This design comes from an exercise in tuning for small area, a short achievable clock period and few clock cycles per item on the open sky130 flow, not from production work.
In this exercise RTL edits were held to simulation tests only and were not proved equivalent to the original.

### run.sh
#!/bin/bash
# synth_recipe.tcl (not shown) runs the flow's synth.tcl, then flattens the netlist and writes it again
# the make line also repeats each setting of config.mk as NAME=value (left out here)
make -C /OpenROAD-flow-scripts/flow DESIGN_CONFIG=/design/flow/config.mk WORK_HOME=/design/flow/orfs CLKGATE_MAP_FILE= SYNTH_SCRIPT=/design/flow/synth_recipe.tcl finish
### config.mk
export PLATFORM = sky130hd
export DESIGN_NAME = cnm_top
export DESIGN_NICKNAME = cnm_top
export VERILOG_FILES = /design/flow/design.v
export SDC_FILE = /design/flow/constraint.sdc
export NUM_CORES = 4
export LEC_CHECK = 0
export CAP_MARGIN = 20
export CORE_MARGIN = 2
export CORE_UTILIZATION = 40
export SLEW_MARGIN = 20
### constraint.sdc
create_clock -name core_clock -period 7.0 [get_ports {clk}]
set_input_delay 1.4000 -clock core_clock [delete_from_list [all_inputs] [get_ports {clk}]]
set_output_delay 1.4000 -clock core_clock [all_outputs]
set_load 0.01 [all_outputs]
### design.v
module mult(y,a,b);  
	output logic [15:0] y;
	input  logic [7:0] a,b;
	logic [15:0] y_tmp;
	logic [7:0]  a_tmp;
	logic [7:0]  b_tmp;
	logic [14:0] c1;
	logic [10:0] c2;            
	logic [14:0] out1;
	logic [12:0] out2;
	logic [10:0] out3;
	logic [8:0]  out4;
	logic [14:0] m_temp0;
	logic [13:0] m_temp1;
	logic [12:0] m_temp2;
	logic [11:0] m_temp3;
	logic [10:0] m_temp4;
	logic [9:0]  m_temp5;
	logic [8:0]  m_temp6;
	logic [7:0]  m_temp7;
	always_comb
		begin
			if(a[7])
				begin
					a_tmp = ~a+1'b1;
					if(b[7])
						begin
							b_tmp = ~b+1'b1;
							y = y_tmp ;
						end
					else
						begin
							b_tmp = b;
							y = ~y_tmp+1'b1;
						end
				end
			else
				begin
					a_tmp = a;
					if(b[7])
						begin
							b_tmp = ~b+1'b1;
							y = ~y_tmp+1'b1;
						end
					else
						begin
							b_tmp = b;
							y = y_tmp;
						end
				end
		end
	always_comb
		begin
			out1 = m_temp0 + m_temp1;
			out2 = m_temp2 + m_temp3;
			out3 = m_temp4 + m_temp5;
			out4 = m_temp6 + m_temp7;
			c1   = out1    + out2;
			c2   = out3    + out4;
			y_tmp= c1      + c2;
		end
	always_comb
		begin		
			m_temp0[14:7] = b_tmp[7]?a_tmp:8'b00000000;
			m_temp0[6:0]  = 7'b0000000;
			m_temp1[13:6] = b_tmp[6]?a_tmp:8'b00000000;
			m_temp1[5:0]  = 6'b000000;
			m_temp2[12:5] = b_tmp[5]?a_tmp:8'b00000000;
			m_temp2[4:0]  = 5'b00000;
			m_temp3[11:4] = b_tmp[4]?a_tmp:8'b00000000;
			m_temp3[3:0]  = 4'b0000;
			m_temp4[10:3] = b_tmp[3]?a_tmp:8'b00000000;
			m_temp4[2:0]  = 3'b000;
			m_temp5[9:2]  = b_tmp[2]?a_tmp:8'b00000000;
			m_temp5[1:0]  = 2'b00;
			m_temp6[8:1]  = b_tmp[1]?a_tmp:8'b00000000;
			m_temp6[0]    = 1'b0;
			m_temp7       = b_tmp[0]?a_tmp:8'b00000000;
		end
endmodule
	module cnm(rep,imp,rea,ima,req,imq);  
	output logic signed[15:0] rep, imp;
	input  logic signed[7:0] rea, req, ima, imq;
	logic signed[15:0] y0,y1,y2,y3;
	mult reaXreq (.y(y0), .a(rea), .b(req));
	mult imaXimq (.y(y1), .a(ima), .b(imq));
	mult reaXimq (.y(y2), .a(rea), .b(imq));
	mult imaXreq (.y(y3), .a(ima), .b(req));
	always_comb
		begin
			rep = y0-y1;
			imp = y2+y3;
		end
endmodule
module cnm_top (
    input  logic               clk,
    input  logic               rst,
    input  logic               in_valid,
    input  logic signed [7:0]  rea,
    input  logic signed [7:0]  ima,
    input  logic signed [7:0]  req,
    input  logic signed [7:0]  imq,
    output logic               out_valid,
    output logic signed [15:0] rep,
    output logic signed [15:0] imp
);
    logic signed [7:0]  rea_r, ima_r, req_r, imq_r;
    logic               valid_r;
    logic signed [15:0] rep_c, imp_c;
    cnm cnm (.rep(rep_c), .imp(imp_c), .rea(rea_r), .ima(ima_r), .req(req_r), .imq(imq_r));
    always_ff @(posedge clk) begin
        rea_r <= rea;
        ima_r <= ima;
        req_r <= req;
        imq_r <= imq;
        rep   <= rep_c;
        imp   <= imp_c;
        if (rst) begin
            valid_r   <= 1'b0;
            out_valid <= 1'b0;
        end else begin
            valid_r   <= in_valid;
            out_valid <= valid_r;
        end
    end
endmodule
==> reports/results.tsv <==
metric	value	unit
num rows	64	
Clock Tree Buf Depth	2	
Hold Path End	out_valid	
core area	30700	um2
detailed placement HPWL	27.2	mm
highest clock rate	0.148	GHz
fin crit share	0.962	
DRC	0	
GR Util met3	0.0243	
Worst Path Max Fanout	6	
Placement Setup Slack	0.0330	ns
Reg2Reg Capture Point	imp[14]	
setup violators final	0	
Num CTS Buffers	9	
Critical path buffers and inverters	7	
cell accounting for the most synthesized area	ha_1	
vias in the first global route	10645	
share of cells above drive strength 1	0.148	
CP Capture Type	register	
Gate Count Post-Synth	1616	
initial DRC count	595	
Fin. Hold Viols	0	
GR Util met1	0.272	
worst path required time	7.28	ns
post-synth top area share	0.195	
crit-path max cell delay	0.53	ns
commonest non-fill, non-tap cell in the layout	nor2_1	
clock sink total	66	
total wire length	33.3	mm
HP Class	reg2reg	
H-tree depth	3	
min Tclk post-route	6.74	ns
Overflow after GRT	0	
final worst slack	0.265	ns
initial antenna violation count	0	
ys async rst share	0	
hold_sp	valid_r	
slowest CP cell	fa_1	
Worst EP arrival	7.01	ns
hold slack final	0.448	ns
WP depth	33	
WL per Instance	15.3	um
post-layout net count	2076	
global route hottest layer	met2	
TritonCTS clock tree	done	
Vias/cell	5.17	
post-synthesis sequential area ratio	0.106	
Max Cap Viol	0	
Setup CP Type	reg2reg	
global-route wire length before repair	53.2	mm
max-slew violation count	0	
drt first pass iters	7	
mapped cell area	12500	um2
Reg2Reg Depth	33	
most frequent cells in the layout	nor2_1 (226), ha_1 (185), inv_1 (168)	
Die Area	32600	um2
port bufs	67	
Clock Tree Root	clkbuf_16	
Worst R2R Start	rea_r[0]	
ant diodes	0	
family with the most delay on the worst path	adder cells	
reg2reg setup slack	0.26	ns
Avg Synthesized Cell Area	7.71	um2
P&R area growth vs syn	22.8	%
post-route ant nets	0	
Startpoint Class	register	
syn_nets	1915	
largest net degree at the start of global routing	14	
Top FF cell, synth	dfxtp_1	
io pins	68	
Clock Latency Late Sink	0.36	ns
fillers	2971	
Max Clock Skew	0.00823	ns
Netlist cell types	57	
run status	complete, no violations	
post-synthesis register bit count	66	
Min-Delay Path Depth	1	
Post-synth EDFFs	0	
die width	181	um
Yosys warning count	3	
Starting Density	0.406	
vias	11263	
Die Span Y	181	um
Total GRT Usage	0.199	
Placer Congestion	0.912	
met2 Usage GRT	0.335	
largest cells by area after synthesis	ha_1 (19%), fa_1 (11%), dfxtp_1 (11%)	
Rel. slew slack	0.313	
Worst-Margin Slew	1.02	ns
Reg clk slew, reported paths	0.06	ns
Post-CTS Hold Buffers	0	
## kinds of logic after synthesis
group	count (synthesis)	synth area share
adder cells (fa/ha/maj)	264	0.307
AO/OA/AOI/OAI	301	0.152
XOR/XNOR	255	0.182
AND/OR/NAND/NOR	527	0.189
flip-flops	66	0.106
buffers and inverters	198	0.0596
multiplexers	5	0.00412
## routing by layer
layer  part of all wire  wire, um
met5                  0         0
met1               0.47     15700
met3              0.040      1320
met4              0.015       499
met2               0.47     15700
## synth_stat cells, types with 4 or more instances
| cell type | count |
|---|---|
| a21oi_1 | 116 |
| a31oi_1 | 9 |
| a21o_1 | 40 |
| o21ai_0 | 30 |
| fa_1 | 70 |
| clkbuf_1 | 27 |
| nand4_1 | 6 |
| o2111ai_1 | 7 |
| nand3_1 | 23 |
| xnor2_1 | 146 |
| nor3_1 | 17 |
| o21a_1 | 12 |
| a211oi_1 | 13 |
| ha_1 | 194 |
| o21bai_1 | 41 |
| nand2_1 | 145 |
| and2_1 | 10 |
| nor2b_1 | 20 |
| or3_1 | 12 |
| and3_1 | 7 |
| nor2_1 | 236 |
| dfxtp_1 | 66 |
| nand3b_1 | 4 |
| mux2i_1 | 4 |
| a21boi_0 | 4 |
| inv_1 | 168 |
| nor4_1 | 9 |
| xor2_1 | 106 |
| or2_2 | 4 |
| nand2b_1 | 16 |
| o31ai_1 | 12 |
## state kept, by name, summed over array words and instances, names as in the netlist
register and count:
rep 16, req_r 8, ima_r 8, rea_r 8, out_valid 1, imq_r 8, imp 16, valid_r 1
## worst max-delay path by stage
stage | to | startpoint | slack, ns
global placement | rep[14] | req_r[1] | 0.1
detailed placement | imp[15] | ima_r[1] | 0.03
global route | imp[14] | rea_r[0] | -0.11
floorplan | imp[15] | req_r[0] | -0.01
finish | imp[14] | rea_r[0] | 0.26
CTS | rep[14] | req_r[1] | 0.02
## per-stage QoR
| stage | instances | util | TNS, ns | cell area (um2) |
|---|---|---|---|---|
| 2_1_floorplan | 1616 | - | -0.0110 | 12500 |
| 3_3_place_gp | 2143 | 0.464 | 0 | 14200 |
| 3_5_place_dp | 2143 | 0.464 | 0 | 14200 |
| 4_1_cts | 2159 | 0.474 | 0 | 14500 |
| 5_1_grt | 2178 | 0.499 | -0.377 | 15300 |
| 6_report | 2178 | 0.499 | 0 | 15300 |
## worst register-to-register path: cells and delay by family, from the launching register on
kind	cells	cell delay [ns]
compound gates	10	1.63
simple gates	7	1.35
buf+inv	7	0.78
flops	1	0.33
xor+xnor	4	0.70
fa+ha+maj	5	1.86
## repair_timing
action,in CTS,in global routing
pin swaps,0,47
hold endpoints to repair,0,0
resized for setup,1,142
buffers inserted,0,19
endpoints found under the setup margin,1,7
## area by class of cell
type / instances / area (um2) / area share
Clock inverter: 4 / 51.3 / 0.00335
Sequential cell: 66 / 1330 / 0.0870
Multi-Input combinational cell: 1352 / 11000 / 0.720
Clock buffer: 12 / 246 / 0.0161
Inverter: 170 / 639 / 0.0418
Tap cell: 396 / 495 / 0.0324
Timing Repair Buffer: 178 / 1520 / 0.0992
Testbench counts, summed over its fixed seeds: cycles 16,016, items 16,000.

-- separate check: timing with driven ports --
The flow's constraints put no driver on any port. The routed layout listed below was extracted and timed again, unchanged, in two steps. Step 1, drivers: a clkbuf_16 drives clk and a buf_2 each remaining input, both assumed. Step 2 times the ports against the registers' clock, not the clock port: input delays grow and output delays shrink by t, the midpoint of the rising clock arrivals with the driver on. Slacks: no drivers / after step 1 / after step 2; pairs: no drivers / after step 1.
shift t [ns]: 0.399
slack for setup (ns): 0.265 / 0.265 / 0.265
worst register clock-pin slew, ns: 0.06 / 0.06
After both steps this run still meets setup and hold. The setup slack of this run moves by 0.000 ns with the drivers and by 0.000 ns with both steps.
